Source: an optimization exercise on an open RTL-to-GDS flow (aim: small area, a short achievable clock period and few clock cycles). Production flows keep margins and buffers that such runs may drop. At most, simulation tests tie the RTL to the original design; equivalence was not proved. No activity file was given, so power comes from the tool's default toggle rates.

==> inputs of job 4526 <==
// mul
module mul
(
	input clk,
	input rst,
	input  [31:0] a,
	input  [31:0] b,
	input start,
	output [31:0] res_mul,
	output logic vld
);
clock: 12.0 ns
lec_check: 0
cap_margin: 20
core_margin: 2
core_utilization: 55
slew_margin: 20
standard.sh (not shown) runs the stock make flow with config.mk's settings and CLKGATE_MAP_FILE= SYNTH_SCRIPT=/design/flow/synth_recipe.tcl, a recipe that flattens the netlist after the stock synthesis.
==> flow/flow/run.sh <==
#!/bin/bash
# The standard ORFS layout with three changes to how it is made:
#  - synthesis skips the generic ABC pass inside Yosys's synth command
#    (SYNTH_ARGS=-noabc), so extract_fa sees the adders as written and maps
#    them to full-adder cells without inverters between them; registers and
#    their names are the standard synthesis's;
#  - the port buffers are sky130_fd_sc_hd__buf_4 instead of a delay buffer;
#  - repair_timing aims for a larger setup margin.
set -euo pipefail
cd "$(dirname "$0")/.."
export SYNTH_ARGS="-noabc"
export BUFFER_PORTS_ARGS="-buffer_cell sky130_fd_sc_hd__buf_4"
export SETUP_SLACK_MARGIN=6.0
bash standard.sh finish > standard.log 2>&1
==> inputs of job 8507, as changes to job 4526 <==
--- a/flow/design.v
+++ b/flow/design.v
@@ -383,18 +383,18 @@
 logic s589, c590, s591, c592, s593, c594, s595, c596, s597, c598, s599, c600, s601, c602, s603, c604;
 logic s605, c606, s607, c608, s611, c612, s613, c614, s615, c616, s617, c618, s619, c620, s621, c622;
 logic s623, c624, s625, c626, s627, c628, s629, c630, s631, c632, s633, c634, s637, c638, s639, c640;
 logic s641, c642, s643, c644, s645, c646, s647, c648, s649, c650, s651, c652, s653, c654, s655, c656;
 logic s657, c658, s659, c660, s665, c666, s667, c668, s669, c670, s671, c672, s673, c674, s675, c676;
 logic s677, c678, s679, c680, s681, c682, s683, c684, s685, c686, s687, c688, s693, c694, s695, c696;
 logic s697, c698, s699, c700, s701, c702, s703, c704, s705, c706, s707, c708, s709, c710, s711, c712;
 logic s713, c714, s715, c716, s717, c718, s723, s724, s725, s726, s727, s728, s729, s730, s731, s732;
-logic s733, s734, s735, s736, s737, s738, s739, s740, s741, s742, s743, s744, s745, s746, s747, s748;
-logic s749, s752, c753, s754, c755, s756, c757, s758, c759, s760, c761, s762, c763;
+logic s733, s734, s735, s736, s737, s738, s739, s740, s741, s742, s743, s744, s745, s752, c753, s754;
+logic c755, s756, c757, s758, c759, s760, c761, s762, c763;
 assign s273 = bn1 ^ pp3;
 assign c274 = bn1 & pp3;
 assign s275 = pp4 ^ pp34;
 assign c276 = pp4 & pp34;
 assign s277 = bn2 ^ pp5 ^ pp35;
 assign c278 = (bn2 & pp5) | (pp35 & (bn2 ^ pp5));
 assign s279 = pp63 ^ c276;
 assign c280 = pp63 & c276;
@@ -830,36 +830,33 @@
 assign s738 = c698 ^ c700;
 assign s739 = c702 ^ s735;
 assign s740 = s736 ^ s737;
 assign s741 = s738 ^ s739;
 assign s742 = s740 ^ s741;
 assign s743 = c704 ^ c706;
 assign s744 = c708 ^ c710;
 assign s745 = s742 ^ s743;
-assign s746 = s744 ^ s745;
-assign s747 = c712 ^ c714;
-assign s748 = s746 ^ s747;
-assign s749 = s748 ^ c716;
 assign s752 = pp1 ^ bn0;
 assign c753 = pp1 & bn0;
 assign s754 = pp2 ^ c753;
 assign c755 = pp2 & c753;
 assign s756 = pp33 ^ s273 ^ c755;
 assign c757 = (pp33 & s273) | (c755 & (pp33 ^ s273));
 assign s758 = c274 ^ s275 ^ c757;
 assign c759 = (c274 & s275) | (c757 & (c274 ^ s275));
 assign s760 = s277 ^ s279 ^ c759;
 assign c761 = (s277 & s279) | (c759 & (s277 ^ s279));
 assign s762 = c280 ^ s283 ^ c761;
 assign c763 = (c280 & s283) | (c761 & (c280 ^ s283));
 logic c450_q, s469_q, c470_q, s489_q, c490_q, s511_q, c512_q, s533_q, c534_q, s557_q, c558_q, s581_q, c582_q, s607_q, c608_q, s633_q;
-logic c632_q, s657_q, s659_q, c634_q, s685_q, c660_q, s687_q, s715_q, c688_q, s717_q, s749_q, c718_q, s752_q, s754_q, s756_q, s758_q;
-logic s760_q, s762_q, s287_q, c290_q, c296_q, s309_q, c312_q, c322_q, c332_q, s353_q, c356_q, c370_q, c384_q, c400_q, c416_q, s449_q;
-logic c452_q, s289_q, s295_q, s303_q, s311_q, s321_q, s331_q, s343_q, s355_q, s369_q, s383_q, s399_q, s415_q, s433_q, s451_q, c763_q;
+logic c632_q, s657_q, s659_q, c634_q, s685_q, c660_q, s687_q, s715_q, c688_q, s717_q, s744_q, s745_q, c712_q, c714_q, c716_q, c718_q;
+logic s752_q, s754_q, s756_q, s758_q, s760_q, s762_q, s287_q, c290_q, c296_q, s309_q, c312_q, c322_q, c332_q, s353_q, c356_q, c370_q;
+logic c384_q, c400_q, c416_q, s449_q, c452_q, s289_q, s295_q, s303_q, s311_q, s321_q, s331_q, s343_q, s355_q, s369_q, s383_q, s399_q;
+logic s415_q, s433_q, s451_q, c763_q;
 always_ff @(posedge clk) begin
 	vld <= start & ~rst;
 	c450_q <= c450;
 	s469_q <= s469;
 	c470_q <= c470;
 	s489_q <= s489;
 	c490_q <= c490;
 	s511_q <= s511;
@@ -878,17 +875,21 @@
 	s659_q <= s659;
 	c634_q <= c634;
 	s685_q <= s685;
 	c660_q <= c660;
 	s687_q <= s687;
 	s715_q <= s715;
 	c688_q <= c688;
 	s717_q <= s717;
-	s749_q <= s749;
+	s744_q <= s744;
+	s745_q <= s745;
+	c712_q <= c712;
+	c714_q <= c714;
+	c716_q <= c716;
 	c718_q <= c718;
 	s752_q <= s752;
 	s754_q <= s754;
 	s756_q <= s756;
 	s758_q <= s758;
 	s760_q <= s760;
 	s762_q <= s762;
 	s287_q <= s287;
@@ -918,17 +919,18 @@
 	s383_q <= s383;
 	s399_q <= s399;
 	s415_q <= s415;
 	s433_q <= s433;
 	s451_q <= s451;
 	c763_q <= c763;
 end
 logic s471, c472, s491, c492, s513, c514, s535, c536, s559, c560, s583, c584, s609, c610, s635, c636;
-logic s661, c662, s663, c664, s689, c690, s691, c692, s719, c720, s721, c722, s750, s751;
+logic s661, c662, s663, c664, s689, c690, s691, c692, s719, c720, s721, c722, s746, s747, s748, s749;
+logic s750, s751;
 assign s471 = c450_q ^ s469_q;
 assign c472 = c450_q & s469_q;
 assign s491 = c470_q ^ s489_q;
 assign c492 = c470_q & s489_q;
 assign s513 = c490_q ^ s511_q;
 assign c514 = c490_q & s511_q;
 assign s535 = c512_q ^ s533_q;
 assign c536 = c512_q & s533_q;
@@ -947,16 +949,20 @@
 assign s689 = s685_q ^ c660_q ^ s687_q;
 assign c690 = (s685_q & c660_q) | (s687_q & (s685_q ^ c660_q));
 assign s691 = c662 ^ s689;
 assign c692 = c662 & s689;
 assign s719 = s715_q ^ c688_q ^ s717_q;
 assign c720 = (s715_q & c688_q) | (s717_q & (s715_q ^ c688_q));
 assign s721 = c690 ^ s719;
 assign c722 = c690 & s719;
-assign s750 = s749_q ^ c718_q;
+assign s746 = s744_q ^ s745_q;
+assign s747 = c712_q ^ c714_q;
+assign s748 = s746 ^ s747;
+assign s749 = s748 ^ c716_q;
+assign s750 = s749 ^ c718_q;
 assign s751 = s750 ^ c720;
 logic [25:0] r0, r1;
 assign r0 = {c722, c692, c664, s661, c610, c584, c560, c536, c514, c492, c472, c452_q, s449_q, c416_q, c400_q, c384_q, c370_q, c356_q, s353_q, c332_q, c322_q, c312_q, s309_q, c296_q, c290_q, s287_q};
 assign r1 = {s751, s721, s691, s663, s635, s609, s583, s559, s535, s513, s491, s471, s451_q, s433_q, s415_q, s399_q, s383_q, s369_q, s355_q, s343_q, s331_q, s321_q, s311_q, s303_q, s295_q, s289_q};
 assign res_mul[31:6] = r0 + r1 + {25'b0, c763_q};
 assign res_mul[5:0] = {s762_q, s760_q, s758_q, s756_q, s754_q, s752_q};
 endmodule
--- a/flow/flow/run.sh
+++ b/flow/flow/run.sh
@@ -5,10 +5,10 @@
 #    them to full-adder cells without inverters between them; registers and
 #    their names are the standard synthesis's;
 #  - the port buffers are sky130_fd_sc_hd__buf_4 instead of a delay buffer;
 #  - repair_timing aims for a larger setup margin.
 set -euo pipefail
 cd "$(dirname "$0")/.."
 export SYNTH_ARGS="-noabc"
 export BUFFER_PORTS_ARGS="-buffer_cell sky130_fd_sc_hd__buf_4"
-export SETUP_SLACK_MARGIN=6.0
+export SETUP_SLACK_MARGIN=6.2
 bash standard.sh finish > standard.log 2>&1
==> summary of the runs <==
Job 8507 completed without violations. Job 4526 went through all stages and came out clean. In job 4526 the sequential cell count is lower than in job 8507, by 4. Of job 8507 and job 4526, job 4526 has the higher wire length (gap 3.0%, measured against job 4526). Between job 8507 and job 4526, the lower combinational power is in job 8507 (gap about 3%, measured against job 4526). Against job 8507, the global-route usage of job 4526 is higher by 0.84 points. Between job 4526 and job 8507, the lower maximum frequency is in job 4526 (gap 4.2%, measured against job 8507).
==> figures <==
quantity                                                        job 4526                   job 8507
Reported leakage power                                           5.63 nW                    5.57 nW
Highest fanout seen on the critical path                              10                          5
Global-route total usage across every layer                        33.4%                      32.6%
Area fraction in compound gates after synthesis                    20.0%                      19.8%
Status                                           complete, no violations    complete, no violations
Met3 global-route usage                                            6.53%                      4.90%
Width of the die                                                  157 µm                     157 µm
Slowest CP cell                                    sky130_fd_sc_hd__fa_1  sky130_fd_sc_hd__a221oi_4
Vias in the first global route                                     10200                      10200
Core Util, Final                                                   63.1%                      62.8%
Clock network area share                                           2.06%                      2.46%
Testbench counts of job 8507, summed over its fixed seeds: cycles 3,200.
For job 4526, only the layout was checked, not whether the RTL still works.

## separate check: timing with driven ports
Ports are ideal in the flow. The routed layouts listed here were re-timed in OpenROAD.
Step 1 assumes that a clkbuf_16 drives the clock port and a buf_2 every other input.
Step 2 also shifts input and output timing later by t, the mid clock arrival at the registers, as if the neighbouring blocks saw the same clock.
Three values: ideal, step 1, step 2; two values: the first two.
| run | t (ns) | slack for setup (ns) | hold WS [ns] | clock arrival spread, ns | cell pins on the clock port's net |
|---|---|---|---|---|---|
| job 4526 | 0.396 | 5.993 / 5.960 / 5.565 | 2.196 / 2.171 / 2.566 | 0.011 / 0.011 | 1 |
| job 8507 | 0.407 | 6.247 / 6.196 / 5.913 | 2.193 / 2.167 / 2.574 | 0.018 / 0.017 | 1 |
After both steps setup and hold are still met in every run listed. The setup slack of job 4526, which loses most, moves by -0.033 ns with the drivers and by -0.428 ns with both steps.
